Background: an optimization exercise with open tools, aiming at small area and a short achievable clock period. Do not read the settings as production practice. Function was checked by simulation only, so behaviour that the tests miss may differ from the original.

==> design.v <==
module array_top #(parameter ARRAY_SIZE=4, parameter LOG_ARRAY_SIZE=2) (
    input clk,
    input [(ARRAY_SIZE*ARRAY_SIZE*32)-1:0] weights,
    input [(ARRAY_SIZE*8)-1:0] inputs,
    input [3:0] in_width,
    input [3:0] weight_width,
    input s_in,
    input s_weight,
    output reg [(ARRAY_SIZE*(10+LOG_ARRAY_SIZE)*4)-1:0] psum
    );
    localparam COL_WIDTH = 10+LOG_ARRAY_SIZE;
    localparam MW = 94;     
    wire a8 = in_width[3];
    wire a4 = ~in_width[3] & in_width[2];
    wire w8 = weight_width[3];
    wire w4 = ~weight_width[3] & weight_width[2];
    reg [(ARRAY_SIZE*ARRAY_SIZE*32)-1:0] weight_reg;
    reg [ARRAY_SIZE*MW-1:0] mult_reg;
    reg [ARRAY_SIZE*12-1:0] sgn_reg;
    reg [ARRAY_SIZE-1:0] w8_d, w4_d, s_in_d, s_weight_d;
    reg w8_reg, w4_reg, s_in_reg, s_weight_reg;
    wire [ARRAY_SIZE*MW-1:0] mult;
    genvar r, c;
    generate
        for (r = 0; r < ARRAY_SIZE; r = r + 1) begin: prep
            row_prep rp (
                .x(inputs[r*8 +: 8]), .a8(a8), .a4(a4), .s_in(s_in),
                .v0(mult[r*MW +: 33]), .v1(mult[r*MW+33 +: 21]),
                .c2(mult[r*MW+54 +: 20]), .c3(mult[r*MW+74 +: 20])
            );
        end
    endgenerate
    wire [2:0] sgn = {s_weight, s_weight & ~w8, s_weight & ~w8 & ~w4};
    wire [(ARRAY_SIZE*COL_WIDTH*4)-1:0] tsum;    
    wire [ARRAY_SIZE*8-1:0] tcarry;              
    wire [(ARRAY_SIZE*COL_WIDTH*4)-1:0] tbin;    
    systolic_array #(.ARRAY_SIZE(ARRAY_SIZE), .COL_WIDTH(COL_WIDTH)) sa0(
        .clk(clk),
        .weights(weight_reg),
        .mult(mult_reg),
        .sgn(sgn_reg),
        .tsums(tsum),
        .tcarries(tcarry)
    );
    wire [(ARRAY_SIZE*COL_WIDTH*4)-1:0] psum_next;
    generate
        for (c = 0; c < ARRAY_SIZE*4; c = c + 1) begin: resolve
            assign tbin[c*COL_WIDTH +: COL_WIDTH] = tsum[c*COL_WIDTH +: COL_WIDTH] +
                {3'b000, tcarry[2*c+1], 3'b000, tcarry[2*c], 4'b0000};
        end
        for (c = 0; c < ARRAY_SIZE; c = c + 1) begin: cols
            column_fuse #(.COL_WIDTH(COL_WIDTH)) cf (
                .t(~tbin[c*COL_WIDTH*4 +: COL_WIDTH*4]),
                .w8(w8_d[c]),
                .w4(w4_d[c]),
                .s_in(s_in_d[c]),
                .s_weight(s_weight_d[c]),
                .psum(psum_next[c*COL_WIDTH*4 +: COL_WIDTH*4])
            );
        end
    endgenerate
    always @(posedge clk) begin
        weight_reg <= weights;
        mult_reg <= mult;
        sgn_reg <= {sgn_reg[(ARRAY_SIZE-1)*12-1:0],
                    sgn & {3{~a8 & ~a4}}, sgn & {3{~a8 & ~a4}}, sgn & {3{~a8}}, sgn};
        w8_reg <= w8;
        w4_reg <= w4;
        s_in_reg <= s_in;
        s_weight_reg <= s_weight;
        w8_d <= {w8_d[ARRAY_SIZE-2:0], w8_reg};
        w4_d <= {w4_d[ARRAY_SIZE-2:0], w4_reg};
        s_in_d <= {s_in_d[ARRAY_SIZE-2:0], s_in_reg};
        s_weight_d <= {s_weight_d[ARRAY_SIZE-2:0], s_weight_reg};
        psum <= psum_next;
    end
endmodule
module column_fuse #(parameter COL_WIDTH=12) (
    input [(COL_WIDTH*4)-1:0] t,
    input w8,
    input w4,
    input s_in,
    input s_weight,
    output [(COL_WIDTH*4)-1:0] psum
    );
    wire e0 = s_in;
    wire e1 = s_in | (s_weight & ~w8);
    wire e2 = s_in;
    wire e3 = s_in | s_weight;
    wire [COL_WIDTH-1:0] t0 = t[0*COL_WIDTH +: COL_WIDTH];
    wire [COL_WIDTH-1:0] t1 = t[1*COL_WIDTH +: COL_WIDTH];
    wire [COL_WIDTH-1:0] t2 = t[2*COL_WIDTH +: COL_WIDTH];
    wire [COL_WIDTH-1:0] t3 = t[3*COL_WIDTH +: COL_WIDTH];
    wire [15:0] x0 = {{4{e0 & t0[COL_WIDTH-1]}}, t0};
    wire [15:0] x1 = {{4{e1 & t1[COL_WIDTH-1]}}, t1};
    wire [15:0] x2 = {{4{e2 & t2[COL_WIDTH-1]}}, t2};
    wire [15:0] x3 = {{4{e3 & t3[COL_WIDTH-1]}}, t3};
    wire [15:0] l0 = x0 + {x1[13:0], 2'b00};
    wire [15:0] l1 = x2 + {x3[13:0], 2'b00};
    wire [19:0] r  = {{4{l0[15]}}, l0} + {l1, 4'b0000};
    assign psum = w8 ? {{28{r[19]}}, r} :
                  w4 ? {{8{l1[15]}}, l1, {8{l0[15]}}, l0} :
                  t;
endmodule
module systolic_array #(parameter ARRAY_SIZE=4, parameter COL_WIDTH=12)
    (
        input clk,
        input [ARRAY_SIZE*ARRAY_SIZE*32-1:0] weights,
        input [ARRAY_SIZE*94-1:0] mult,      
        input [ARRAY_SIZE*12-1:0] sgn,    
        output [ARRAY_SIZE*COL_WIDTH*4-1:0] tsums,
        output [ARRAY_SIZE*8-1:0] tcarries
    );
    localparam [COL_WIDTH-1:0] TN_INIT = -1 - 4*1104;
    wire [ARRAY_SIZE*COL_WIDTH*4-1:0] s_fwd [0:ARRAY_SIZE];
    wire [ARRAY_SIZE*8-1:0] c_fwd [0:ARRAY_SIZE];
    assign s_fwd[0] = {(ARRAY_SIZE*4){TN_INIT}};
    assign c_fwd[0] = {(ARRAY_SIZE*8){1'b0}};
    assign tsums = s_fwd[ARRAY_SIZE];
    assign tcarries = c_fwd[ARRAY_SIZE];
    genvar i, j, g;
    generate
        for (i = 0; i < ARRAY_SIZE; i = i + 1) begin: rows
            wire [11*3-1:0] m1_0, m2_0, m3_0;
            wire [7*3-1:0]  m1_1, m2_1, m3_1;
            wire [4*3-1:0]  m1_2, m2_2, m3_2;
            wire [4*3-1:0]  m1_3, m2_3, m3_3;
            for (g = 0; g < 3; g = g + 1) begin: groups
                sign_lookup #(.W(11)) s0 (.f(mult[i*94 +: 11]), .f3(mult[i*94+11 +: 11]), .fn(mult[i*94+22 +: 11]),
                    .sgn(sgn[i*12+0*3+g]), .m1(m1_0[g*11 +: 11]), .m2(m2_0[g*11 +: 11]), .m3(m3_0[g*11 +: 11]));
                sign_lookup #(.W(7))  s1 (.f(mult[i*94+33 +: 7]), .f3(mult[i*94+40 +: 7]), .fn(mult[i*94+47 +: 7]),
                    .sgn(sgn[i*12+1*3+g]), .m1(m1_1[g*7 +: 7]), .m2(m2_1[g*7 +: 7]), .m3(m3_1[g*7 +: 7]));
                sign_lookup_small s2 (.c(mult[i*94+54 +: 20]),
                    .sgn(sgn[i*12+2*3+g]), .m1(m1_2[g*4 +: 4]), .m2(m2_2[g*4 +: 4]), .m3(m3_2[g*4 +: 4]));
                sign_lookup_small s3 (.c(mult[i*94+74 +: 20]),
                    .sgn(sgn[i*12+3*3+g]), .m1(m1_3[g*4 +: 4]), .m2(m2_3[g*4 +: 4]), .m3(m3_3[g*4 +: 4]));
            end
            wire [11*4-1:0] q1_0 = {m1_0[22 +: 11], m1_0[0 +: 11], m1_0[11 +: 11], m1_0[0 +: 11]};
            wire [11*4-1:0] q2_0 = {m2_0[22 +: 11], m2_0[0 +: 11], m2_0[11 +: 11], m2_0[0 +: 11]};
            wire [11*4-1:0] q3_0 = {m3_0[22 +: 11], m3_0[0 +: 11], m3_0[11 +: 11], m3_0[0 +: 11]};
            wire [7*4-1:0]  q1_1 = {m1_1[14 +: 7], m1_1[0 +: 7], m1_1[7 +: 7], m1_1[0 +: 7]};
            wire [7*4-1:0]  q2_1 = {m2_1[14 +: 7], m2_1[0 +: 7], m2_1[7 +: 7], m2_1[0 +: 7]};
            wire [7*4-1:0]  q3_1 = {m3_1[14 +: 7], m3_1[0 +: 7], m3_1[7 +: 7], m3_1[0 +: 7]};
            wire [4*4-1:0]  q1_2 = {m1_2[8 +: 4], m1_2[0 +: 4], m1_2[4 +: 4], m1_2[0 +: 4]};
            wire [4*4-1:0]  q2_2 = {m2_2[8 +: 4], m2_2[0 +: 4], m2_2[4 +: 4], m2_2[0 +: 4]};
            wire [4*4-1:0]  q3_2 = {m3_2[8 +: 4], m3_2[0 +: 4], m3_2[4 +: 4], m3_2[0 +: 4]};
            wire [4*4-1:0]  q1_3 = {m1_3[8 +: 4], m1_3[0 +: 4], m1_3[4 +: 4], m1_3[0 +: 4]};
            wire [4*4-1:0]  q2_3 = {m2_3[8 +: 4], m2_3[0 +: 4], m2_3[4 +: 4], m2_3[0 +: 4]};
            wire [4*4-1:0]  q3_3 = {m3_3[8 +: 4], m3_3[0 +: 4], m3_3[4 +: 4], m3_3[0 +: 4]};
            for (j = 0; j < ARRAY_SIZE; j = j + 1) begin: columns
                wire [COL_WIDTH*4-1:0] s_out;
                wire [7:0] c_out;
                fusion_unit #(.COL_WIDTH(COL_WIDTH), .LAST(0)) fu (
                    .weight(weights[(i*ARRAY_SIZE+j)*32 +: 32]),
                    .sn_in(s_fwd[i][j*COL_WIDTH*4 +: COL_WIDTH*4]),
                    .cn_in(c_fwd[i][j*8 +: 8]),
                    .m1_0(q1_0), .m2_0(q2_0), .m3_0(q3_0),
                    .m1_1(q1_1), .m2_1(q2_1), .m3_1(q3_1),
                    .m1_2(q1_2), .m2_2(q2_2), .m3_2(q3_2),
                    .m1_3(q1_3), .m2_3(q2_3), .m3_3(q3_3),
                    .sn_out(s_out),
                    .cn_out(c_out)
                );
                reg [COL_WIDTH*4-1:0] t_reg;
                always @(posedge clk) t_reg <= s_out;
                assign s_fwd[i+1][j*COL_WIDTH*4 +: COL_WIDTH*4] = t_reg;
                reg [7:0] c_reg;
                always @(posedge clk) c_reg <= c_out;
                assign c_fwd[i+1][j*8 +: 8] = c_reg;
            end
        end
    endgenerate
endmodule
module fusion_unit #(parameter COL_WIDTH=12, parameter LAST=0) (
    input [31:0] weight,
    input [COL_WIDTH*4-1:0] sn_in,
    input [7:0] cn_in,
    input [11*4-1:0] m1_0, m2_0, m3_0,
    input [7*4-1:0]  m1_1, m2_1, m3_1,
    input [4*4-1:0]  m1_2, m2_2, m3_2,
    input [4*4-1:0]  m1_3, m2_3, m3_3,
    output [COL_WIDTH*4-1:0] sn_out,
    output [7:0] cn_out
    );
    genvar q;
    generate
        for (q = 0; q < 4; q = q + 1) begin: digits
            if (LAST) begin: last
                fusion_subunit_last #(.COL_WIDTH(COL_WIDTH)) fs (
                    .d0(weight[0*8 + 2*q +: 2]),
                    .d1(weight[1*8 + 2*q +: 2]),
                    .d2(weight[2*8 + 2*q +: 2]),
                    .d3(weight[3*8 + 2*q +: 2]),
                    .m1_0(m1_0[q*11 +: 11]), .m2_0(m2_0[q*11 +: 11]), .m3_0(m3_0[q*11 +: 11]),
                    .m1_1(m1_1[q*7 +: 7]),   .m2_1(m2_1[q*7 +: 7]),   .m3_1(m3_1[q*7 +: 7]),
                    .m1_2(m1_2[q*4 +: 4]),   .m2_2(m2_2[q*4 +: 4]),   .m3_2(m3_2[q*4 +: 4]),
                    .m1_3(m1_3[q*4 +: 4]),   .m2_3(m2_3[q*4 +: 4]),   .m3_3(m3_3[q*4 +: 4]),
                    .sn_in(sn_in[q*COL_WIDTH +: COL_WIDTH]),
                    .cn_in(cn_in[q*2 +: 2]),
                    .sn_out(sn_out[q*COL_WIDTH +: COL_WIDTH])
                );
                assign cn_out[q*2 +: 2] = 2'b00;
            end else begin: mid
                fusion_subunit #(.COL_WIDTH(COL_WIDTH)) fs (
                    .d0(weight[0*8 + 2*q +: 2]),
                    .d1(weight[1*8 + 2*q +: 2]),
                    .d2(weight[2*8 + 2*q +: 2]),
                    .d3(weight[3*8 + 2*q +: 2]),
                    .m1_0(m1_0[q*11 +: 11]), .m2_0(m2_0[q*11 +: 11]), .m3_0(m3_0[q*11 +: 11]),
                    .m1_1(m1_1[q*7 +: 7]),   .m2_1(m2_1[q*7 +: 7]),   .m3_1(m3_1[q*7 +: 7]),
                    .m1_2(m1_2[q*4 +: 4]),   .m2_2(m2_2[q*4 +: 4]),   .m3_2(m3_2[q*4 +: 4]),
                    .m1_3(m1_3[q*4 +: 4]),   .m2_3(m2_3[q*4 +: 4]),   .m3_3(m3_3[q*4 +: 4]),
                    .sn_in(sn_in[q*COL_WIDTH +: COL_WIDTH]),
                    .cn_in(cn_in[q*2 +: 2]),
                    .sn_out(sn_out[q*COL_WIDTH +: COL_WIDTH]),
                    .cn_out(cn_out[q*2 +: 2])
                );
            end
        end
    endgenerate
endmodule
module fusion_subunit #(parameter COL_WIDTH=12) (
    input [1:0] d0, d1, d2, d3,
    input [10:0] m1_0, m2_0, m3_0,
    input [6:0]  m1_1, m2_1, m3_1,
    input [3:0]  m1_2, m2_2, m3_2,
    input [3:0]  m1_3, m2_3, m3_3,
    input [COL_WIDTH-1:0] sn_in,
    input [1:0] cn_in,
    output [COL_WIDTH-1:0] sn_out,
    output [1:0] cn_out
    );
    wire [10:0] pn0;
    wire [6:0]  pn1;
    wire [3:0]  pn2, pn3;
    bitbrick #(.W(11), .ZERO(11'd1024)) bb0 (.d(d0), .m1(m1_0), .m2(m2_0), .m3(m3_0), .pn(pn0));
    bitbrick #(.W(7), .ZERO(7'd64))  bb1 (.d(d1), .m1(m1_1), .m2(m2_1), .m3(m3_1), .pn(pn1));
    bitbrick #(.W(4), .ZERO(4'd6))   bb2 (.d(d2), .m1(m1_2), .m2(m2_2), .m3(m3_2), .pn(pn2));
    bitbrick #(.W(4), .ZERO(4'd6))   bb3 (.d(d3), .m1(m1_3), .m2(m2_3), .m3(m3_3), .pn(pn3));
    wire n1, n2;
    assign n1 = sn_in[0] ^ pn0[0] ^ pn1[0];
    assign n2 = (sn_in[0] & pn0[0]) | (sn_in[0] & pn1[0]) | (pn0[0] & pn1[0]);
    wire n3, n4;
    assign n3 = sn_in[1] ^ pn0[1] ^ pn1[1];
    assign n4 = (sn_in[1] & pn0[1]) | (sn_in[1] & pn1[1]) | (pn0[1] & pn1[1]);
    wire n5, n6;
    assign n5 = sn_in[2] ^ pn0[2] ^ pn1[2];
    assign n6 = (sn_in[2] & pn0[2]) | (sn_in[2] & pn1[2]) | (pn0[2] & pn1[2]);
    wire n7, n8;
    assign n7 = sn_in[3] ^ pn0[3] ^ pn1[3];
    assign n8 = (sn_in[3] & pn0[3]) | (sn_in[3] & pn1[3]) | (pn0[3] & pn1[3]);
    wire n9, n10;
    assign n9 = sn_in[4] ^ cn_in[0] ^ pn0[4];
    assign n10 = (sn_in[4] & cn_in[0]) | (sn_in[4] & pn0[4]) | (cn_in[0] & pn0[4]);
    wire n11, n12;
    assign n11 = pn2[1] ^ pn3[1] ^ n2;
    assign n12 = (pn2[1] & pn3[1]) | (pn2[1] & n2) | (pn3[1] & n2);
    wire n13, n14;
    assign n13 = pn2[2] ^ pn3[2] ^ n4;
    assign n14 = (pn2[2] & pn3[2]) | (pn2[2] & n4) | (pn3[2] & n4);
    wire n15, n16;
    assign n15 = pn2[3] ^ pn3[3] ^ n6;
    assign n16 = (pn2[3] & pn3[3]) | (pn2[3] & n6) | (pn3[3] & n6);
    wire n17, n18;
    assign n17 = pn1[4] ^ n8 ^ n9;
    assign n18 = (pn1[4] & n8) | (pn1[4] & n9) | (n8 & n9);
    wire n19, n20;
    assign n19 = sn_in[5] ^ pn0[5] ^ pn1[5];
    assign n20 = (sn_in[5] & pn0[5]) | (sn_in[5] & pn1[5]) | (pn0[5] & pn1[5]);
    wire n21, n22;
    assign n21 = sn_in[6] ^ pn0[6] ^ pn1[6];
    assign n22 = (sn_in[6] & pn0[6]) | (sn_in[6] & pn1[6]) | (pn0[6] & pn1[6]);
    wire n23, n24;
    assign n23 = n5 ^ n12 ^ n13;
    assign n24 = (n5 & n12) | (n5 & n13) | (n12 & n13);
    wire n25, n26;
    assign n25 = n7 ^ n14 ^ n15;
    assign n26 = (n7 & n14) | (n7 & n15) | (n14 & n15);
    wire n27, n28;
    assign n27 = n10 ^ n19 ^ n18;
    assign n28 = (n10 & n19) | (n10 & n18) | (n19 & n18);
    wire n29, n30;
    assign n29 = n20 ^ n21;
    assign n30 = n20 & n21;
    wire n31, n32;
    assign n31 = sn_in[7] ^ pn0[7] ^ n22;
    assign n32 = (sn_in[7] & pn0[7]) | (sn_in[7] & n22) | (pn0[7] & n22);
    wire n33, n34;
    assign n33 = sn_in[8] ^ cn_in[1] ^ pn0[8];
    assign n34 = (sn_in[8] & cn_in[1]) | (sn_in[8] & pn0[8]) | (cn_in[1] & pn0[8]);
    wire n35, n36;
    assign n35 = sn_in[9] ^ pn0[9];
    assign n36 = sn_in[9] & pn0[9];
    wire n37, n38;
    assign n37 = sn_in[10] ^ pn0[10];
    assign n38 = sn_in[10] & pn0[10];
    wire cy1;
    assign sn_out[0] = pn2[0] ^ pn3[0] ^ n1;
    assign cy1 = (pn2[0] & pn3[0]) | (pn2[0] & n1) | (pn3[0] & n1);
    wire cy2;
    assign sn_out[1] = n3 ^ n11 ^ cy1;
    assign cy2 = (n3 & n11) | (n3 & cy1) | (n11 & cy1);
    wire cy3;
    assign sn_out[2] = n23 ^ cy2;
    assign cy3 = n23 & cy2;
    assign sn_out[3] = n24 ^ n25 ^ cy3;
    assign cn_out[0] = (n24 & n25) | (n24 & cy3) | (n25 & cy3);
    wire cy5;
    assign sn_out[4] = n26 ^ n16 ^ n17;
    assign cy5 = (n26 & n16) | (n26 & n17) | (n16 & n17);
    wire cy6;
    assign sn_out[5] = n27 ^ cy5;
    assign cy6 = n27 & cy5;
    wire cy7;
    assign sn_out[6] = n28 ^ n29 ^ cy6;
    assign cy7 = (n28 & n29) | (n28 & cy6) | (n29 & cy6);
    assign sn_out[7] = n30 ^ n31 ^ cy7;
    assign cn_out[1] = (n30 & n31) | (n30 & cy7) | (n31 & cy7);
    wire cy9;
    assign sn_out[8] = n32 ^ n33;
    assign cy9 = n32 & n33;
    wire cy10;
    assign sn_out[9] = n34 ^ n35 ^ cy9;
    assign cy10 = (n34 & n35) | (n34 & cy9) | (n35 & cy9);
    wire cy11;
    assign sn_out[10] = n36 ^ n37 ^ cy10;
    assign cy11 = (n36 & n37) | (n36 & cy10) | (n37 & cy10);
    assign sn_out[11] = n38 ^ sn_in[11] ^ cy11;
endmodule
module fusion_subunit_last #(parameter COL_WIDTH=12) (
    input [1:0] d0, d1, d2, d3,
    input [10:0] m1_0, m2_0, m3_0,
    input [6:0]  m1_1, m2_1, m3_1,
    input [3:0]  m1_2, m2_2, m3_2,
    input [3:0]  m1_3, m2_3, m3_3,
    input [COL_WIDTH-1:0] sn_in,
    input [1:0] cn_in,
    output [COL_WIDTH-1:0] sn_out
    );
    wire [10:0] pn0;
    wire [6:0]  pn1;
    wire [3:0]  pn2, pn3;
    bitbrick #(.W(11), .ZERO(11'd1024)) bb0 (.d(d0), .m1(m1_0), .m2(m2_0), .m3(m3_0), .pn(pn0));
    bitbrick #(.W(7), .ZERO(7'd64))  bb1 (.d(d1), .m1(m1_1), .m2(m2_1), .m3(m3_1), .pn(pn1));
    bitbrick #(.W(4), .ZERO(4'd6))   bb2 (.d(d2), .m1(m1_2), .m2(m2_2), .m3(m3_2), .pn(pn2));
    bitbrick #(.W(4), .ZERO(4'd6))   bb3 (.d(d3), .m1(m1_3), .m2(m2_3), .m3(m3_3), .pn(pn3));
    wire n1, n2;
    assign n1 = sn_in[0] ^ pn0[0] ^ pn1[0];
    assign n2 = (sn_in[0] & pn0[0]) | (sn_in[0] & pn1[0]) | (pn0[0] & pn1[0]);
    wire n3, n4;
    assign n3 = sn_in[1] ^ pn0[1] ^ pn1[1];
    assign n4 = (sn_in[1] & pn0[1]) | (sn_in[1] & pn1[1]) | (pn0[1] & pn1[1]);
    wire n5, n6;
    assign n5 = sn_in[2] ^ pn0[2] ^ pn1[2];
    assign n6 = (sn_in[2] & pn0[2]) | (sn_in[2] & pn1[2]) | (pn0[2] & pn1[2]);
    wire n7, n8;
    assign n7 = sn_in[3] ^ pn0[3] ^ pn1[3];
    assign n8 = (sn_in[3] & pn0[3]) | (sn_in[3] & pn1[3]) | (pn0[3] & pn1[3]);
    wire n9, n10;
    assign n9 = sn_in[4] ^ cn_in[0] ^ pn0[4];
    assign n10 = (sn_in[4] & cn_in[0]) | (sn_in[4] & pn0[4]) | (cn_in[0] & pn0[4]);
    wire n11, n12;
    assign n11 = pn2[1] ^ pn3[1] ^ n2;
    assign n12 = (pn2[1] & pn3[1]) | (pn2[1] & n2) | (pn3[1] & n2);
    wire n13, n14;
    assign n13 = pn2[2] ^ pn3[2] ^ n4;
    assign n14 = (pn2[2] & pn3[2]) | (pn2[2] & n4) | (pn3[2] & n4);
    wire n15, n16;
    assign n15 = pn2[3] ^ pn3[3] ^ n6;
    assign n16 = (pn2[3] & pn3[3]) | (pn2[3] & n6) | (pn3[3] & n6);
    wire n17, n18;
    assign n17 = pn1[4] ^ n8 ^ n9;
    assign n18 = (pn1[4] & n8) | (pn1[4] & n9) | (n8 & n9);
    wire n19, n20;
    assign n19 = sn_in[5] ^ pn0[5] ^ pn1[5];
    assign n20 = (sn_in[5] & pn0[5]) | (sn_in[5] & pn1[5]) | (pn0[5] & pn1[5]);
    wire n21, n22;
    assign n21 = sn_in[6] ^ pn0[6] ^ pn1[6];
    assign n22 = (sn_in[6] & pn0[6]) | (sn_in[6] & pn1[6]) | (pn0[6] & pn1[6]);
    wire n23, n24;
    assign n23 = pn2[0] ^ pn3[0] ^ n1;
    assign n24 = (pn2[0] & pn3[0]) | (pn2[0] & n1) | (pn3[0] & n1);
    wire n25, n26;
    assign n25 = n3 ^ n11;
    assign n26 = n3 & n11;
    wire n27, n28;
    assign n27 = n5 ^ n12 ^ n13;
    assign n28 = (n5 & n12) | (n5 & n13) | (n12 & n13);
    wire n29, n30;
    assign n29 = n7 ^ n14 ^ n15;
    assign n30 = (n7 & n14) | (n7 & n15) | (n14 & n15);
    wire n31, n32;
    assign n31 = n16 ^ n17;
    assign n32 = n16 & n17;
    wire n33, n34;
    assign n33 = n10 ^ n19 ^ n18;
    assign n34 = (n10 & n19) | (n10 & n18) | (n19 & n18);
    wire n35, n36;
    assign n35 = n20 ^ n21;
    assign n36 = n20 & n21;
    wire n37, n38;
    assign n37 = sn_in[7] ^ pn0[7] ^ n22;
    assign n38 = (sn_in[7] & pn0[7]) | (sn_in[7] & n22) | (pn0[7] & n22);
    wire n39, n40;
    assign n39 = sn_in[8] ^ cn_in[1] ^ pn0[8];
    assign n40 = (sn_in[8] & cn_in[1]) | (sn_in[8] & pn0[8]) | (cn_in[1] & pn0[8]);
    wire n41, n42;
    assign n41 = sn_in[9] ^ pn0[9];
    assign n42 = sn_in[9] & pn0[9];
    wire n43, n44;
    assign n43 = sn_in[10] ^ pn0[10];
    assign n44 = sn_in[10] & pn0[10];
    wire [11:0] ra = {n44, n42, n40, n38, n36, n34, n32, n30, n28, n26, n24, n23};
    wire [11:0] rb = {sn_in[11], n43, n41, n39, n37, n35, n33, n31, n29, n27, n25, 1'b0};
    assign sn_out = ra + rb;
endmodule
module bitbrick #(parameter W=11, parameter [W-1:0] ZERO={1'b1, {(W-1){1'b0}}}) (
    input [1:0] d,
    input [W-1:0] m1,
    input [W-1:0] m2,
    input [W-1:0] m3,
    output [W-1:0] pn
    );
    wire s0 = ~d[1] & ~d[0];
    wire s1 = ~d[1] & d[0];
    wire s2 = d[1] & ~d[0];
    wire s3 = d[1] & d[0];
    assign pn = ~(({W{s1}} & m1) | ({W{s2}} & m2) | ({W{s3}} & m3) | ({W{s0}} & ZERO));
endmodule
module row_prep (
    input [7:0] x,
    input a8,
    input a4,
    input s_in,
    output [32:0] v0,     
    output [20:0] v1,     
    output [19:0] c2,     
    output [19:0] c3      
    );
    wire a2 = ~a8 & ~a4;
    wire [10:0] x8  = {{3{s_in & x[7]}}, x};
    wire [10:0] x4l = {{7{s_in & x[3]}}, x[3:0]};
    wire [10:0] x2a = {{9{s_in & x[1]}}, x[1:0]};
    wire [6:0]  x4h = {{3{s_in & x[7]}}, x[7:4]};
    wire [6:0]  x2b = {{5{s_in & x[3]}}, x[3:2]};
    wire [10:0] t8  = x8 + {x8[9:0], 1'b0};
    wire [10:0] t4l = x4l + {x4l[9:0], 1'b0};
    wire [10:0] t2a = x2a + {x2a[9:0], 1'b0};
    wire [6:0]  t4h = x4h + {x4h[5:0], 1'b0};
    wire [6:0]  t2b = x2b + {x2b[5:0], 1'b0};
    wire [10:0] n8  = -x8;
    wire [10:0] n4l = -x4l;
    wire [10:0] n2a = -x2a;
    wire [6:0]  n4h = -x4h;
    wire [6:0]  n2b = -x2b;
    assign v0 = {({11{a8}} & n8) | ({11{a4}} & n4l) | ({11{a2}} & n2a),
                 ({11{a8}} & t8) | ({11{a4}} & t4l) | ({11{a2}} & t2a),
                 ({11{a8}} & x8) | ({11{a4}} & x4l) | ({11{a2}} & x2a)};
    assign v1 = {({7{a4}} & n4h) | ({7{a2}} & n2b),
                 ({7{a4}} & t4h) | ({7{a2}} & t2b),
                 ({7{a4}} & x4h) | ({7{a2}} & x2b)};
    small_codes sc2 (.f(x[5:4]), .s(s_in), .en(a2), .c(c2));
    small_codes sc3 (.f(x[7:6]), .s(s_in), .en(a2), .c(c3));
endmodule
module small_codes (
    input [1:0] f,
    input s,
    input en,
    output [19:0] c
    );
    wire signed [4:0] v = {{3{s & f[1]}}, f};
    wire [4:0] k1 = v + 5'd6;
    wire [4:0] k2 = (v <<< 1) + 5'd6;
    wire [4:0] k2n = 5'd6 - (v <<< 1);
    wire [4:0] k3 = v + (v <<< 1) + 5'd6;
    wire [4:0] k3n = 5'd6 - v;
    assign c = en ? {k3n[3:0], k3[3:0], k2n[3:0], k2[3:0], k1[3:0]} : {5{4'd6}};
endmodule
module sign_lookup #(parameter W=11) (
    input [W-1:0] f,
    input [W-1:0] f3,
    input [W-1:0] fn,
    input sgn,
    output [W-1:0] m1,
    output [W-1:0] m2,
    output [W-1:0] m3
    );
    localparam [W-1:0] TOP = {1'b1, {(W-1){1'b0}}};
    assign m1 = f ^ TOP;
    assign m2 = (sgn ? {fn[W-2:0], 1'b0} : {f[W-2:0], 1'b0}) ^ TOP;
    assign m3 = (sgn ? fn : f3) ^ TOP;
endmodule
module sign_lookup_small (
    input [19:0] c,
    input sgn,
    output [3:0] m1,
    output [3:0] m2,
    output [3:0] m3
    );
    assign m1 = c[3:0];
    assign m2 = sgn ? c[11:8] : c[7:4];
    assign m3 = sgn ? c[19:16] : c[15:12];
endmodule
==> flow/run.sh <==
#!/bin/bash
# The standard layout (standard.sh) with these changes:
#  - after the standard synthesis, fa_polarity.py chooses for each full adder
#    whether it works on complemented signals, removing inverters between
#    full adders (full adders are self-dual; flip-flops are untouched);
#  - after placement, the port buffers that buffer_ports made (delay cells on
#    this platform) become plain buffers.
# Each tool's output goes to a log of its own in this folder.
set -euo pipefail
KNOBS="SETUP_SLACK_MARGIN=10.0 MATCH_CELL_FOOTPRINT=0"
RES=$PWD/orfs/results/sky130hd/array_top/base
bash standard.sh $KNOBS $RES/1_2_yosys.v > log_0_synth.log 2>&1
python3 flow/fa_polarity.py $RES/1_2_yosys.v > log_1_fa_polarity.log 2>&1
bash standard.sh $KNOBS synth floorplan place > log_1_place.log 2>&1
RES=orfs/results/sky130hd/array_top/base \
LIB=$FLOW_HOME/platforms/sky130hd/lib/sky130_fd_sc_hd__tt_025C_1v80.lib \
  openroad -no_init -exit flow/port_buffers.tcl > log_2_port_buffers.log 2>&1
bash standard.sh $KNOBS finish > log_3_finish.log 2>&1
==> flow/fa_polarity.py <==
#!/usr/bin/env python3
"""Full adders are self-dual: complementing all three inputs complements both
outputs.  Synthesis leaves many inverters between full adders; this pass picks,
for each full adder, whether it works on complemented signals so that fewer
inverters are needed, then rewires the netlist (flip-flops untouched).
usage: fa_polarity.py netlist.v   (rewrites the file in place)"""
import re, sys, random
from collections import defaultdict

path = sys.argv[1]
text = open(path).read()
cell_re = re.compile(r'^  (sky130_fd_sc_hd__\w+) (\S+(?: )?) \((.*?)\n  \);\n', re.S | re.M)
pin_re = re.compile(r'\.(\w+)\(([^()]*)\)')
OUTP = ('X', 'Y', 'Q', 'Q_N', 'SUM', 'COUT')

cells = []          # [typ, name, [(pin, net)], span]
for m in cell_re.finditer(text):
    pins = [(p, n) for p, n in pin_re.findall(m.group(3))]
    cells.append([m.group(1)[17:], m.group(2), pins, m.span()])

key = lambda n: n.strip()
drv = {}
for i, (t, nm, pins, sp) in enumerate(cells):
    for p, n in pins:
        if p in OUTP:
            drv[key(n)] = (i, p)
isinv = lambda t: t.startswith('inv_') or t.startswith('clkinv_')
isfa = lambda t: t.startswith('fa_')

# ports: nets we must not leave undriven
ports = set()
for m in re.finditer(r'^\s*(?:input|output)\s+(?:\[[^\]]*\]\s*)?(\S+);', text, re.M):
    ports.add(m.group(1))
portbase = lambda n: key(n).lstrip('\\').split('[')[0]

def root(n):
    n = key(n); par = 0
    for _ in range(16):
        d = drv.get(n)
        if d is None or not isinv(cells[d[0]][0]):
            break
        n = key(dict(cells[d[0]][2])['A']); par ^= 1
    return n, par

cons = defaultdict(list)        # root -> [(cell index, pin index, parity)]
chain_nets = defaultdict(set)   # root -> nets of its inverter chains
for i, (t, nm, pins, sp) in enumerate(cells):
    for j, (p, n) in enumerate(pins):
        if p in OUTP:
            continue
        r, par = root(n)
        if isinv(t):
            continue
        cons[r].append((i, j, par))
        # collect chain nets
        nn = key(n)
        while nn != r:
            chain_nets[r].add(nn)
            nn = key(dict(cells[drv[nn][0]][2])['A'])

def fa_related(r):
    d = drv.get(r)
    if d is not None and isfa(cells[d[0]][0]):
        return True
    return any(isfa(cells[i][0]) for i, j, par in cons[r])

# an inverter chain net that is also a port, or an inverter whose output is
# used by nothing but we cannot see (ports), keeps its root out of the pass
bad = set()
for r, nets in chain_nets.items():
    if any(portbase(n) in ports for n in nets):
        bad.add(r)
roots = [r for r in cons if fa_related(r) and r not in bad]
rootset = set(roots)

x = defaultdict(int)            # flip per full adder (cell index)
fas = sorted({i for r in roots for i, j, par in cons[r] if isfa(cells[i][0])} |
             {drv[r][0] for r in roots if r in drv and isfa(cells[drv[r][0]][0])})

def rootflip(r):
    d = drv.get(r)
    return x[d[0]] if (d is not None and isfa(cells[d[0]][0])) else 0

def need(r):
    fr = rootflip(r)
    for i, j, par in cons[r]:
        if par ^ (x[i] if isfa(cells[i][0]) else 0) ^ fr:
            return 1
    return 0

touch = defaultdict(set)
for r in roots:
    d = drv.get(r)
    if d is not None and isfa(cells[d[0]][0]):
        touch[d[0]].add(r)
    for i, j, par in cons[r]:
        if isfa(cells[i][0]):
            touch[i].add(r)
# a full adder must have all its inputs and outputs on handled roots
fas = [f for f in fas if all(key(n) in rootset or root(n)[0] in rootset
                             for p, n in cells[f][2])]
random.seed(1)
before = sum(need(r) for r in roots)
for it in range(8):
    random.shuffle(fas)
    changed = 0
    for f in fas:
        b = sum(need(r) for r in touch[f]); x[f] ^= 1
        a = sum(need(r) for r in touch[f])
        if a < b:
            changed += 1
        else:
            x[f] ^= 1
    if not changed:
        break
after = sum(need(r) for r in roots)

# rebuild
removed = set()
for r in roots:
    for n in chain_nets[r]:
        removed.add(drv[n][0])
newpins = {}                     # (cell, pin index) -> net text
added = []
nid = 0
for r in roots:
    fr = rootflip(r)
    invnet = None
    for i, j, par in cons[r]:
        want = par ^ (x[i] if isfa(cells[i][0]) else 0) ^ fr
        if want:
            if invnet is None:
                nid += 1
                invnet = f"fa_pol_n{nid}"
                added.append((f"fa_pol_i{nid}", r, invnet))
            newpins[(i, j)] = invnet
        else:
            newpins[(i, j)] = r + (' ' if r.startswith('\\') else '')

out = []; pos = 0
for i, (t, nm, pins, sp) in enumerate(cells):
    out.append(text[pos:sp[0]]); pos = sp[1]
    if i in removed:
        continue
    body = ",\n".join(f"    .{p}({newpins.get((i, j), n)})" for j, (p, n) in enumerate(pins))
    out.append(f"  sky130_fd_sc_hd__{t} {nm} (\n{body}\n  );\n")
rest = text[pos:]
ins = "".join(f"  wire {n};\n" for a, r, n in added)
ins += "".join(f"  sky130_fd_sc_hd__inv_1 {a} (\n    .A({r}{' ' if r.startswith(chr(92)) else ''}),\n    .Y({n})\n  );\n" for a, r, n in added)
k = rest.rfind("endmodule")
rest = rest[:k] + ins + rest[k:]
out.append(rest)
open(path, 'w').write("".join(out))
print(f"fa_polarity: {len(roots)} signals, {len(fas)} full adders ({sum(x[f] for f in fas)} flipped), "
      f"inverters {len(removed)} -> {len(added)} (estimate {before} -> {after})")
==> flow/port_buffers.tcl <==
# Swap the port buffers of the placed design (delay cells on this platform)
# for plain buffers: buf_1 where the port only feeds one flip-flop's D pin,
# else buf_4; then legalize.
read_db $::env(RES)/3_place.odb
read_liberty $::env(LIB)
set n 0
foreach inst [[ord::get_db_block] getInsts] {
  set name [$inst getName]
  if {![regexp {^(input|output)[0-9]+$} $name]} continue
  set cell sky130_fd_sc_hd__buf_4
  if {[string match input* $name]} {
    set out [$inst findITerm X]
    set loads {}
    foreach it [[$out getNet] getITerms] {
      if {[$it isInputSignal]} { lappend loads $it }
    }
    if {[llength $loads] == 1} {
      set l [lindex $loads 0]
      if {[$l getMTerm] ne "" && [[$l getMTerm] getName] eq "D"} {
        set cell sky130_fd_sc_hd__buf_1
      }
    }
  }
  if {[[$inst getMaster] getName] ne $cell} {
    replace_cell $name $cell
    incr n
  }
}
puts "port buffers replaced: $n"
detailed_placement
check_placement -verbose
write_db $::env(RES)/3_place.odb
==> standard.sh <==
#!/bin/bash
# synth_recipe.tcl (not shown) runs the flow's synth.tcl, then flattens the netlist and writes it again
# the make line also repeats each setting of config.mk as NAME=value (left out here)
make -C /OpenROAD-flow-scripts/flow DESIGN_CONFIG=/design/flow/config.mk WORK_HOME=/design/flow/orfs CLKGATE_MAP_FILE= SYNTH_SCRIPT=/design/flow/synth_recipe.tcl "${@:-finish}"
==> config.mk <==
export PLATFORM = sky130hd
export DESIGN_NAME = array_top
export DESIGN_NICKNAME = array_top
export VERILOG_FILES = /design/flow/design.v
export SDC_FILE = /design/flow/constraint.sdc
export NUM_CORES = 8
export LEC_CHECK = 0
export ABC_AREA = 1
export CAP_MARGIN = 0
export CORE_MARGIN = 2
export CORE_UTILIZATION = 50
export CTS_CLUSTER_DIAMETER = 100
export CTS_CLUSTER_SIZE = 25
export SETUP_SLACK_MARGIN = 0.2
export SLEW_MARGIN = 0
==> constraint.sdc <==
create_clock -name core_clock -period 14.0 [get_ports {clk}]
set_input_delay 2.8000 -clock core_clock [delete_from_list [all_inputs] [get_ports {clk}]]
set_output_delay 2.8000 -clock core_clock [all_outputs]
set_load 0.01 [all_outputs]
==> flow_metrics.py, run 1 <==
metrics = {
    "status": {
        "status": "timing/DRC/antenna clean",
    },
    "timing": {
        "max_freq_ghz": 0.223,
        "rsz0062_at_grt": "yes",
        "finalClockSkew_ns": 0.0523,
        "timing.hold.ws_ns": 0.331,
        "fin_setup_tns_ns": 0,
        "finalCritPeriodShare": 0.321,
        "setup_viol": 0,
        "tightestPinTransition_ns": 1.27,
        "relSlewSlack": 0.149,
        "fin_crit_ns": 4.49,
        "hold_violations": 0,
        "drv_slew": 0,
    },
    "route": {
        "wl_per_cell_um": 28.8,
        "finalWirelength_um": 547000,
        "vias": 113000,
        "drc": 0,
        "drt_first_pass_iters": 21,
        "viasPerCell": 5.95,
        "postRouteAntennaNets": 0,
        "drt_iter0_drc": 14200,
    },
    "floorplanning": {
        "die-area_sq_mm": 0.254,
        "die_w_um": 504,
        "core_sq_mm": 0.249,
        "io_pins": 747,
        "initial_core_util": 0.503,
        "rows": 183,
        "fp.dieH_um": 504,
    },
    "hold_path": {
        "hp-class": "flip-flop to flip-flop",
    },
    "layout": {
        "largest_reg_flops": 768,
        "nNetsFinal": 18300,
        "drive_above_1_share": 0.134,
        "final_cells": 19000,
        "postLayoutCoreUtil": 0.586,
        "area_delta_synth_final_pct": 16.6,
    },
    "clocking": {
        "cts_tree": "built",
        "cts-htree-levels": 3,
        "hold_buffers": 0,
        "root_buffer": "clkbuf_16",
        "clk_latency_ns": 0.84,
        "clockBufferDepth": 3,
        "clock_sinks": 1904,
        "clkTransAtPathRegs_ns": 0.10,
        "numCtsBuffers": 104,
    },
    "setup_path": {
        "worstSetupPathType": "flip-flop to flip-flop",
        "rrSetupSlack_ns": 9.51,
        "critPathLaunchType": "flip-flop",
        "cp.arrival_ns": 5.26,
        "r2r_start": "sa0.rows[3].columns[2].c_reg[0]",
        "startpoint": "sa0.rows[3].columns[2].c_reg[0]",
        "cp-end-kind": "flip-flop",
        "critPathCapture": "psum[114]",
        "cp_max_fo": 5,
        "rr_worst_depth": 25,
        "r2r_end": "psum[114]",
        "required_ns": 14.77,
    },
    "global_route": {
        "grt_pass1_wl_um": 762000,
        "grt-ovfl-total": 0,
        "grt_pass1_vias": 112000,
        "antenna_found_initial": 92,
        "track_usage": 0.414,
        "grt_start_max_net_pins": 54,
    },
    "synthesis": {
        "netlist_area_sq_mm": 0.125,
        "yosys_warnings": 2,
        "synth_nets": 17300,
        "netlist_instances": 14600,
        "avgSynthCellArea_sq_um": 8.60,
    },
    "placement": {
        "gp_congestion": 1.08,
        "dp.cells": 18500,
        "place.port_buffers": 742,
        "dp_hpwl_um": 452000,
    },
    "job": {
        "drv_cap": 0,
    },
}
## per-layer routing
metal,global-route usage,part of all wire
met2,0.655,0.44
met4,0.355,0.11
met1,0.496,0.36
met3,0.0606,0.083
met5,0,0.00022
## placed cells by master (no fill, tap or decap), drive strengths merged, types with 25 or more instances in the layout
cell type and n:
a21boi 52, a21oi 713, a221oi 239, a22oi 60, buf 1167, clkbuf 119, clkinv 46, clkinvlp 39
dfxtp 1904, diode 71, fa 1396, ha 771, inv 2502, nand2 2663, nand3 878, nand4 31
nor2 887, nor3 94, o211ai 257, o21a 30, o21ai 799, o221ai 108, o22ai 369, o311ai 33
o31ai 25, xnor2 111, xor2 202
## repair_timing
item                                    in CTS  in global routing
hold endpoints to repair                     0                  0
endpoints found under the setup margin     872                518
pin swaps                                  151                194
gates resized for setup                    968                720
gates cloned                                11                  3
buffers inserted                           140                128
## worst min path at each step
stage	from	to	slack, ns	cells past startpoint
finish	s_in_reg	s_in_d[0]	0.33	0
global route	w4_reg	w4_d[0]	0.34	0
CTS	s_in_reg	s_in_d[0]	0.33	0
detailed placement	s_in_reg	s_in_d[0]	0.31	0
global placement	s_in_reg	s_in_d[0]	0.31	0
floorplan	s_in_reg	s_in_d[0]	0.31	0
## cell type report
cell class              count  area [sq um]
repair buffers           1171          8370
multi-input cells        9822         81500
clock inverters            56           788
repair inverters            1          5.00
fillers                 21600        103000
inverters                2536          9690
diodes                     71           178
flip-flops and latches   1904         38500
well taps                3330          4170
clock buffers             115          2680
## critical path: stages (launching register included)
cell and delay, ns:
dfxtp_2 0.35, ha_4 0.18, ha_4 0.39, inv_1 0.11, ha_4 0.32, nand2_1 0.12
o21ai_2 0.28, nand4_1 0.16, nand2_2 0.15, nand3_2 0.08, nand2_2 0.11, xor2_2 0.23
inv_2 0.09, ha_4 0.31, buf_4 0.14, nand2_4 0.06, nor3_4 0.22, nand3_1 0.15
o2111ai_2 0.15, a31o_2 0.24, nand2_1 0.06, inv_1 0.07, nand2_2 0.08, nand3_2 0.10
nand2_1 0.07, o21bai_1 0.20
## metrics by stage
step | setup WS [ns] | area [sq um]
6_report | 9.51 | 146000
5_1_grt | 9.37 | 146000
4_1_cts | 9.84 | 142000
3_5_place_dp | 8.12 | 137000
3_3_place_gp | 8.16 | 137000
2_1_floorplan | 9.76 | 125000
==> inputs of run 2 (changes only) <==
--- a/flow/run.sh
+++ b/flow/run.sh
@@ -7,7 +7,7 @@
 #    this platform) become plain buffers.
 # Each tool's output goes to a log of its own in this folder.
 set -euo pipefail
-KNOBS="SETUP_SLACK_MARGIN=10.0 MATCH_CELL_FOOTPRINT=0"
+KNOBS="SETUP_SLACK_MARGIN=9.85 MATCH_CELL_FOOTPRINT=0"
 RES=$PWD/orfs/results/sky130hd/array_top/base
 bash standard.sh $KNOBS $RES/1_2_yosys.v > log_0_synth.log 2>&1
 python3 flow/fa_polarity.py $RES/1_2_yosys.v > log_1_fa_polarity.log 2>&1
==> run 2 against run 1 <==
Still clean on timing, DRC and antenna. First-iteration DRC count up 5.0%. Synthesized area unchanged. Wire length down 1.1%. Clock skew down 0.0015 ns.
==> flow_metrics.py, run 2 <==
metrics = {
    "layout": {
        "drive_above_1_share": 0.0987,
        "stdcell_area_sq_mm": 0.142,
        "nNetsFinal": 18200,
        "final_cells": 18900,
        "final_cell_mix": "2522 x nand2_1, 2427 x inv_1, 1831 x dfxtp_1, 1392 x fa_1, 839 x nor2_1",
        "area_delta_synth_final_pct": 13.8,
        "final_common_cell": "nand2_1",
        "largest_reg_flops": 768,
    },
    "setup_path": {
        "startpoint": "sa0.rows[3].columns[0].c_reg[0]",
        "worstSetupPathType": "flip-flop to flip-flop",
        "cp_max_fo": 7,
        "critPathSlowestCell": "ha_1",
        "required_ns": 14.70,
        "rr_worst_depth": 29,
        "cpMostUsedCell": "nand2_1",
        "r2r_start": "sa0.rows[3].columns[0].c_reg[0]",
        "r2r_end": "psum[41]",
        "critPathLaunchType": "flip-flop",
        "cp.arrival_ns": 5.19,
        "rrSetupSlack_ns": 9.51,
        "cp-end-kind": "flip-flop",
        "critPathCapture": "psum[41]",
        "worst_path_largest_cell_delay_ns": 0.34,
    },
    "timing": {
        "fin_crit_ns": 4.49,
        "tightestPinTransition_ns": 1.34,
        "rsz0062_at_grt": "yes",
        "setup_viol": 0,
        "relSlewSlack": 0.103,
        "fin_setup_tns_ns": 0,
        "hold_violations": 0,
        "timing.hold.ws_ns": 0.345,
        "max_freq_ghz": 0.223,
        "finalCritPeriodShare": 0.321,
        "finalClockSkew_ns": 0.0508,
        "drv_slew": 0,
    },
    "clocking": {
        "clk_latency_ns": 0.84,
        "clkTransAtPathRegs_ns": 0.10,
        "hold_buffers": 0,
        "numCtsBuffers": 102,
        "root_buffer": "clkbuf_16",
        "cts_tree": "built",
        "clock_sinks": 1904,
        "clockBufferDepth": 3,
        "cts-htree-levels": 3,
    },
    "synthesis": {
        "avgSynthCellArea_sq_um": 8.60,
        "netlist_area_sq_mm": 0.125,
        "netlist_instances": 14600,
        "yosys_warnings": 2,
        "synth_nets": 17300,
    },
    "placement": {
        "place.port_buffers": 742,
        "dp.cells": 18500,
        "dp_hpwl_um": 453000,
        "dpl_cell_area_sq_mm": 0.137,
        "gp_congestion": 1.08,
    },
    "floorplanning": {
        "die-area_sq_mm": 0.254,
        "die_w_um": 504,
        "fp.dieH_um": 504,
        "rows": 183,
        "io_pins": 747,
        "initial_core_util": 0.503,
        "core_sq_mm": 0.249,
    },
    "route": {
        "finalWirelength_um": 541000,
        "drt_iter0_drc": 14900,
        "viasPerCell": 5.92,
        "drt_first_pass_iters": 10,
        "drc": 0,
        "postRouteAntennaNets": 0,
        "wl_per_cell_um": 28.6,
        "vias": 112000,
    },
    "hold_path": {
        "hp-class": "flip-flop to flip-flop",
        "min_from": "w8_reg",
    },
    "global_route": {
        "antenna_found_initial": 73,
        "grt-ovfl-total": 0,
        "track_usage": 0.410,
        "grt_start_max_net_pins": 51,
        "grt_pass1_vias": 110000,
        "grt_pass1_wl_um": 753000,
    },
    "job": {
        "drv_cap": 0,
    },
    "status": {
        "status": "timing/DRC/antenna clean",
    },
}
-- run 2: how the worst min path moves through the flow --
stage	to	slack (ns)	depth (start not counted)
6_report	w8_d[0]	0.34	0
3_3_place_gp	w4_d[0]	0.32	0
4_1_cts	w8_d[0]	0.35	0
3_5_place_dp	s_in_d[0]	0.32	0
5_1_grt	w4_d[0]	0.35	0
2_1_floorplan	s_in_d[0]	0.31	0
-- run 2: timing repair --
| item | in CTS | in global routing |
|---|---|---|
| buffers inserted | 103 | 101 |
| cloned | 12 | 0 |
| endpoints found under the setup margin | 475 | 311 |
| pin swaps | 85 | 169 |
| resized for setup | 398 | 482 |
-- run 2: worst max-delay path: cells and delay by family (launching register included) --
family / cells / cell delay [ns]
AND/OR/NAND/NOR: 18 / 2.12
adder cells (fa/ha/maj): 4 / 1.01
buffers and inverters: 3 / 0.22
AO/OA/AOI/OAI: 3 / 0.48
flip-flops: 1 / 0.32
XOR/XNOR: 1 / 0.22
-- run 2: metal layers --
layer,track usage,vias to the layer above,routed length [um]
met5,0,-,87
met4,0.336,12,57600
met3,0.0588,2049,45500
met2,0.655,7275,241000
met1,0.493,53500,197000
li1,-,49200,-
-- run 2: per-stage QoR --
step                       util  setup WS (ns)
after floorplan               -           9.76
after global placement    0.550           8.14
after CTS                 0.560           9.78
final                     0.572           9.51
after global routing      0.572           9.40
after detailed placement  0.550           8.19
-- run 2: final cells by class --
cell class                      count  area, sq um
Clock buffer                      113         2670
Fill cell                       22000       106000
Tap cell                         3330         4170
Antenna cell                       71          178
Clock inverter                     49          701
Multi-Input combinational cell   9825        80200
Sequential cell                  1904        38200
Inverter                         2536         9670
Timing Repair Buffer             1095         6680
==> inputs of run 3 (changes only) <==
--- a/flow/fa_polarity.py
+++ b/flow/fa_polarity.py
@@ -96,6 +96,28 @@
     for i, j, par in cons[r]:
         if isfa(cells[i][0]):
             touch[i].add(r)
+# leave alone the full adders feeding the output register stage (psum) in
+# the same cycle: that stage is timing critical and has few full adders
+loads_of = defaultdict(list)
+for i, (t, nm, pins, sp) in enumerate(cells):
+    for p, n in pins:
+        if p not in OUTP:
+            loads_of[key(n)].append(i)
+cone = set()
+stack = [i for i, (t, nm, pins, sp) in enumerate(cells) if t.startswith('df') and nm.lstrip('\\').startswith('psum')]
+seen = set(stack)
+while stack:
+    i = stack.pop()
+    for p, n in cells[i][2]:
+        if p in OUTP:
+            continue
+        d = drv.get(key(n))
+        if d is None or d[0] in seen:
+            continue
+        if cells[d[0]][0].startswith('df'):
+            continue
+        seen.add(d[0]); cone.add(d[0]); stack.append(d[0])
+fas = [f for f in fas if f not in cone]
 # a full adder must have all its inputs and outputs on handled roots
 fas = [f for f in fas if all(key(n) in rootset or root(n)[0] in rootset
                              for p, n in cells[f][2])]
==> run 3 against run 2 <==
Die area hardly changed. Global-route usage fell by 0.25 points. Critical endpoint is now psum[143]. Still clean on timing, DRC and antenna. Hold slack lost 0.0090 ns. Clock-buffer cell count fell by 1. First-iteration DRC count shrank 9.8%. Synthesized cell count hardly changed. Sequential share of layout area about the same.
==> flow_metrics.py, run 3 <==
metrics = {
    "timing": {
        "rsz0062_at_grt": "yes",
        "max_freq_ghz": 0.226,
        "tightestPinTransition_ns": 1.24,
        "drv_slew": 0,
        "finalCritPeriodShare": 0.316,
        "fin_setup_tns_ns": 0,
        "relSlewSlack": 0.169,
        "fin_crit_ns": 4.42,
        "hold_violations": 0,
        "setup_viol": 0,
        "finalClockSkew_ns": 0.0400,
    },
    "floorplanning": {
        "core_sq_mm": 0.249,
        "die-area_sq_mm": 0.255,
        "rows": 183,
        "fp.dieH_um": 504,
        "initial_core_util": 0.503,
        "io_pins": 747,
        "die_w_um": 504,
    },
    "synthesis": {
        "synth_nets": 17300,
        "yosys_warnings": 2,
        "netlist_instances": 14600,
        "netlist_area_sq_mm": 0.125,
        "avgSynthCellArea_sq_um": 8.60,
    },
    "clocking": {
        "clock_sinks": 1904,
        "root_buffer": "clkbuf_16",
        "hold_buffers": 0,
        "cts-htree-levels": 3,
        "clkTransAtPathRegs_ns": 0.11,
        "numCtsBuffers": 103,
        "clk_latency_ns": 0.83,
        "clockBufferDepth": 3,
        "cts_tree": "built",
    },
    "placement": {
        "place.port_buffers": 742,
        "gp_congestion": 1.08,
        "dp_hpwl_um": 450000,
    },
    "setup_path": {
        "worstSetupPathType": "flip-flop to flip-flop",
        "worst-path-buf-inv": 4,
        "path_delay_family": "simple AND/OR/NAND/NOR gates",
        "worst_path_largest_cell_delay_ns": 0.41,
        "cp.arrival_ns": 5.15,
        "critPathSlowestCell": "ha_1",
        "critPathLaunchType": "flip-flop",
        "cp-end-kind": "flip-flop",
        "required_ns": 14.72,
        "cp_max_fo": 6,
    },
    "route": {
        "viasPerCell": 5.90,
        "drt_first_pass_iters": 14,
        "finalWirelength_um": 536000,
        "drt_iter0_drc": 13400,
        "postRouteAntennaNets": 0,
        "vias": 112000,
        "drc": 0,
        "wl_per_cell_um": 28.3,
    },
    "global_route": {
        "track_usage": 0.407,
        "grt_pass1_vias": 110000,
        "grt_start_max_net_pins": 58,
        "grt-ovfl-total": 0,
        "antenna_found_initial": 68,
        "grt_pass1_wl_um": 750000,
    },
    "job": {
        "drv_cap": 0,
    },
    "layout": {
        "final_common_cell": "nand2_1",
        "final_cell_mix": "2505 x nand2_1, 2434 x inv_1, 1834 x dfxtp_1, 1395 x fa_1, 842 x nor2_1",
        "area_delta_synth_final_pct": 13.8,
        "drive_above_1_share": 0.0969,
        "largest_reg_flops": 768,
        "nNetsFinal": 18200,
    },
    "status": {
        "status": "timing/DRC/antenna clean",
    },
    "hold_path": {
        "hp-class": "flip-flop to flip-flop",
    },
}
## run 3: layout make-up
type                            count  area (sq um)
Antenna cell                       68           170
Clock buffer                      112          2680
Clock inverter                     51           776
Fill cell                       22400        106000
Inverter                         2539          9690
Multi-Input combinational cell   9824         80100
Sequential cell                  1904         38200
Tap cell                         3330          4170
Timing Repair Buffer             1085          6690
## run 3: stage by stage
step | worst slack, ns | cell area [sq um] | std cells | utilization | hold WS, ns
floorplan | 9.76 | 125000 | 14600 | - | 0.310
global placement | 7.83 | 137000 | 18500 | 0.550 | 0.314
detailed placement | 7.76 | 137000 | 18500 | 0.550 | 0.313
CTS | 9.83 | 139000 | 18700 | 0.560 | 0.338
global route | 9.51 | 142000 | 18900 | 0.572 | 0.341
finish | 9.58 | 142000 | 18900 | 0.572 | 0.336
## run 3: path summary, 6_finish.rpt
path                                   startpoint   endpoint  slack [ns]  cells after the start
setup / recovery  sa0.rows[3].columns[2].t_reg[4]  psum[143]        9.58                     26
hold / removal                             w8_reg    w8_d[0]        0.34                      0
setup reg to reg  sa0.rows[3].columns[2].t_reg[4]  psum[143]        9.58                     26
hold reg to reg                            w8_reg    w8_d[0]        0.34                      0
## run 3: repair_timing
item | in CTS | in global routing
setup endpoints to repair | 507 | 263
pin swaps | 81 | 140
gates resized for setup | 405 | 459
gates cloned | 12 | 0
buffers inserted | 86 | 99
## run 3: worst reg2reg max path: stages (launching register included)
cell	delay, ns
dfxtp_2	0.35
ha_4	0.18
ha_4	0.38
inv_1	0.08
ha_1	0.38
nand2_1	0.10
o21ai_2	0.20
a21oi_1	0.11
o21ai_0	0.25
xor2_1	0.14
ha_1	0.41
inv_1	0.06
nor3_1	0.36
nand3_2	0.17
nand3_4	0.15
nand3_2	0.07
nand2_2	0.08
nand2_1	0.05
inv_1	0.06
nand3_2	0.07
nand2_2	0.10
nand2_4	0.07
nand2_4	0.09
nand2_8	0.08
nand3_4	0.13
clkbuf_16	0.17
nand2_2	0.04
## run 3: routing by layer
layer	track usage	share of wire	routed length, um	vias to the layer above
met1	0.491	0.37	197000	53100
li1	-	-	-	49200
met3	0.0560	0.082	44200	2127
met5	0	0.00014	77	-
met2	0.641	0.44	236000	7157
met4	0.356	0.11	58400	12
==> inputs of run 4 (changes only) <==
--- a/design.v
+++ b/design.v
@@ -32,25 +32,18 @@
     endgenerate
     wire [2:0] sgn = {s_weight, s_weight & ~w8, s_weight & ~w8 & ~w4};
     wire [(ARRAY_SIZE*COL_WIDTH*4)-1:0] tsum;    
-    wire [ARRAY_SIZE*8-1:0] tcarry;              
-    wire [(ARRAY_SIZE*COL_WIDTH*4)-1:0] tbin;    
     systolic_array #(.ARRAY_SIZE(ARRAY_SIZE), .COL_WIDTH(COL_WIDTH)) sa0(
         .clk(clk),
         .weights(weight_reg),
         .mult(mult_reg),
         .sgn(sgn_reg),
-        .tsums(tsum),
-        .tcarries(tcarry)
+        .tsums(tsum)
     );
     wire [(ARRAY_SIZE*COL_WIDTH*4)-1:0] psum_next;
     generate
-        for (c = 0; c < ARRAY_SIZE*4; c = c + 1) begin: resolve
-            assign tbin[c*COL_WIDTH +: COL_WIDTH] = tsum[c*COL_WIDTH +: COL_WIDTH] +
-                {3'b000, tcarry[2*c+1], 3'b000, tcarry[2*c], 4'b0000};
-        end
         for (c = 0; c < ARRAY_SIZE; c = c + 1) begin: cols
             column_fuse #(.COL_WIDTH(COL_WIDTH)) cf (
-                .t(~tbin[c*COL_WIDTH*4 +: COL_WIDTH*4]),
+                .t(~tsum[c*COL_WIDTH*4 +: COL_WIDTH*4]),
                 .w8(w8_d[c]),
                 .w4(w4_d[c]),
                 .s_in(s_in_d[c]),
@@ -108,8 +101,7 @@
         input [ARRAY_SIZE*ARRAY_SIZE*32-1:0] weights,
         input [ARRAY_SIZE*94-1:0] mult,      
         input [ARRAY_SIZE*12-1:0] sgn,    
-        output [ARRAY_SIZE*COL_WIDTH*4-1:0] tsums,
-        output [ARRAY_SIZE*8-1:0] tcarries
+        output [ARRAY_SIZE*COL_WIDTH*4-1:0] tsums
     );
     localparam [COL_WIDTH-1:0] TN_INIT = -1 - 4*1104;
     wire [ARRAY_SIZE*COL_WIDTH*4-1:0] s_fwd [0:ARRAY_SIZE];
@@ -117,7 +109,6 @@
     assign s_fwd[0] = {(ARRAY_SIZE*4){TN_INIT}};
     assign c_fwd[0] = {(ARRAY_SIZE*8){1'b0}};
     assign tsums = s_fwd[ARRAY_SIZE];
-    assign tcarries = c_fwd[ARRAY_SIZE];
     genvar i, j, g;
     generate
         for (i = 0; i < ARRAY_SIZE; i = i + 1) begin: rows
@@ -150,7 +141,7 @@
             for (j = 0; j < ARRAY_SIZE; j = j + 1) begin: columns
                 wire [COL_WIDTH*4-1:0] s_out;
                 wire [7:0] c_out;
-                fusion_unit #(.COL_WIDTH(COL_WIDTH), .LAST(0)) fu (
+                fusion_unit #(.COL_WIDTH(COL_WIDTH), .LAST(i == ARRAY_SIZE-1)) fu (
                     .weight(weights[(i*ARRAY_SIZE+j)*32 +: 32]),
                     .sn_in(s_fwd[i][j*COL_WIDTH*4 +: COL_WIDTH*4]),
                     .cn_in(c_fwd[i][j*8 +: 8]),
@@ -164,9 +155,13 @@
                 reg [COL_WIDTH*4-1:0] t_reg;
                 always @(posedge clk) t_reg <= s_out;
                 assign s_fwd[i+1][j*COL_WIDTH*4 +: COL_WIDTH*4] = t_reg;
-                reg [7:0] c_reg;
-                always @(posedge clk) c_reg <= c_out;
-                assign c_fwd[i+1][j*8 +: 8] = c_reg;
+                if (i < ARRAY_SIZE-1) begin: carries
+                    reg [7:0] c_reg;
+                    always @(posedge clk) c_reg <= c_out;
+                    assign c_fwd[i+1][j*8 +: 8] = c_reg;
+                end else begin: no_carries
+                    assign c_fwd[i+1][j*8 +: 8] = 8'd0;
+                end
             end
         end
     endgenerate
==> run 4 against run 3 <==
Still clean. Critical path depth down 14. Fmax rose by 2.2%. Non-clock buffer count fell by 61. Wire length is 1.9% lower. Highest routed layer unchanged.
==> flow_metrics.py, run 4 <==
metrics = {
    "status": {
        "status": "timing/DRC/antenna clean",
    },
    "placement": {
        "dp.cells": 19100,
        "dpl_cell_area_sq_mm": 0.138,
        "place.port_buffers": 742,
        "pre_cts_slack_ns": 8.00,
        "dp_hpwl_um": 442000,
        "gp_congestion": 1.06,
    },
    "timing": {
        "setup_viol": 0,
        "tightestPinTransition_ns": 1.34,
        "max_freq_ghz": 0.231,
        "finalClockSkew_ns": 0.0398,
        "fin_crit_ns": 4.33,
        "finalCritPeriodShare": 0.309,
        "hold_violations": 0,
        "rsz0062_at_grt": "yes",
        "drv_slew": 0,
        "fin_setup_tns_ns": 0,
        "setup_ws_ns": 9.67,
        "timing.hold.ws_ns": 0.356,
        "relSlewSlack": 0.101,
    },
    "floorplanning": {
        "die_w_um": 507,
        "io_pins": 747,
        "initial_core_util": 0.503,
        "core_sq_mm": 0.251,
        "die-area_sq_mm": 0.257,
        "rows": 184,
        "fp.dieH_um": 507,
    },
    "route": {
        "drt_first_pass_iters": 9,
        "drt_iter0_drc": 13200,
        "finalWirelength_um": 525000,
        "vias": 111000,
        "wl_per_cell_um": 27.0,
        "postRouteAntennaNets": 0,
        "drc": 0,
        "viasPerCell": 5.71,
    },
    "hold_path": {
        "hp-class": "flip-flop to flip-flop",
    },
    "clocking": {
        "clock_sinks": 1875,
        "clkTransAtPathRegs_ns": 0.10,
        "root_buffer": "clkbuf_16",
        "hold_buffers": 0,
        "cts_tree": "built",
        "cts-htree-levels": 3,
        "numCtsBuffers": 103,
        "clk_latency_ns": 0.85,
        "clockBufferDepth": 3,
    },
    "layout": {
        "largest_reg_flops": 768,
        "fillCellCount": 23800,
        "area_delta_synth_final_pct": 12.7,
        "postLayoutCoreUtil": 0.566,
        "final_common_cell": "nand2_1",
        "drive_above_1_share": 0.0802,
        "final_cells": 19400,
        "stdcell_area_sq_mm": 0.142,
        "nNetsFinal": 18700,
        "final_cell_mix": "2704 x nand2_1, 2609 x inv_1, 1793 x dfxtp_1, 1272 x fa_1, 975 x nor2_1",
    },
    "global_route": {
        "grt-ovfl-total": 0,
        "track_usage": 0.397,
        "antenna_found_initial": 71,
        "grt_pass1_vias": 105000,
        "grt_start_max_net_pins": 54,
        "grt_pass1_wl_um": 731000,
    },
    "setup_path": {
        "required_ns": 14.71,
        "worstSetupPathType": "flip-flop to flip-flop",
        "cp-end-kind": "flip-flop",
        "cp_max_fo": 13,
        "cp.arrival_ns": 5.03,
        "critPathLaunchType": "flip-flop",
    },
    "synthesis": {
        "avgSynthCellArea_sq_um": 8.37,
        "yosys_warnings": 2,
        "netlist_area_sq_mm": 0.126,
        "synth_nets": 17800,
        "netlist_instances": 15100,
    },
    "job": {
        "drv_cap": 0,
    },
}
-- run 4: cell type report --
type	instances	area (sq um)	share of cell area
Antenna cell	84	210	0.00148
Clock buffer	113	2730	0.0191
Clock inverter	51	753	0.00529
Inverter	2689	10200	0.0718
Multi-Input combinational cell	10200	80500	0.565
Sequential cell	1875	37700	0.265
Tap cell	3348	4190	0.0294
Timing Repair Buffer	1024	6100	0.0428
-- run 4: final timing paths --
path	slack [ns]	depth (start not counted)	to	from
setup / recovery	9.67	12	sa0.rows[2].columns[3].t_reg[43]	mult_reg[223]
hold / removal	0.36	0	w8_d[0]	w8_reg
setup reg to reg	9.67	12	sa0.rows[2].columns[3].t_reg[43]	mult_reg[223]
hold reg to reg	0.36	0	w8_d[0]	w8_reg
-- run 4: per-layer routing --
layer,share of wire,GRT usage
met3,0.080,0.0548
met4,0.094,0.302
met2,0.44,0.621
met1,0.39,0.499
met5,0.00028,0
-- run 4: repair_timing --
action	in CTS	in global routing
gates cloned	3	5
setup buffers	59	54
endpoints found under the setup margin	522	340
pin swaps	35	95
resized for setup	466	379
-- run 4: worst max-delay path: stages (launching register included) --
cell and delay, ns:
dfxtp_1 0.31, buf_4 0.21, inv_1 0.51, o21ai_1 0.29, nand2_1 0.12, nand3_1 0.12, fa_1 0.40, inv_1 0.09
fa_1 0.44, fa_1 0.38, ha_1 0.20, fa_1 0.38, fa_1 0.70

-- port drivers added, routing unchanged --
The results above use ideal ports. As a check the final layouts listed here were re-extracted and re-timed, cells and wires unchanged.
Step 1 sets driving cells, clkbuf_16 on the clock port and buf_2 on the other inputs (assumed; they add their load-dependent delay and slew).
Step 2 moves the port delays by t, midway between the first and last clock arrival at a register: inputs arrive t later, outputs are due t later. That takes back most of the time a late clock gives input paths.
a / b / c = no drivers / after step 1 / after step 2; a / b = the first two.
run	t, ns	setup slack, ns	worst register clock-pin slew, ns
run 1	0.920	9.507 / 9.507 / 9.163	0.11 / 0.11
run 2	0.929	9.506 / 9.506 / 9.057	0.11 / 0.11
run 3	0.919	9.577 / 9.577 / 9.133	0.11 / 0.11
run 4	0.945	9.673 / 9.673 / 9.069	0.11 / 0.11
After both steps setup and hold are still met in every run listed. The setup slack of run 4, which loses most, moves by 0.000 ns with the drivers and by -0.604 ns with both steps.
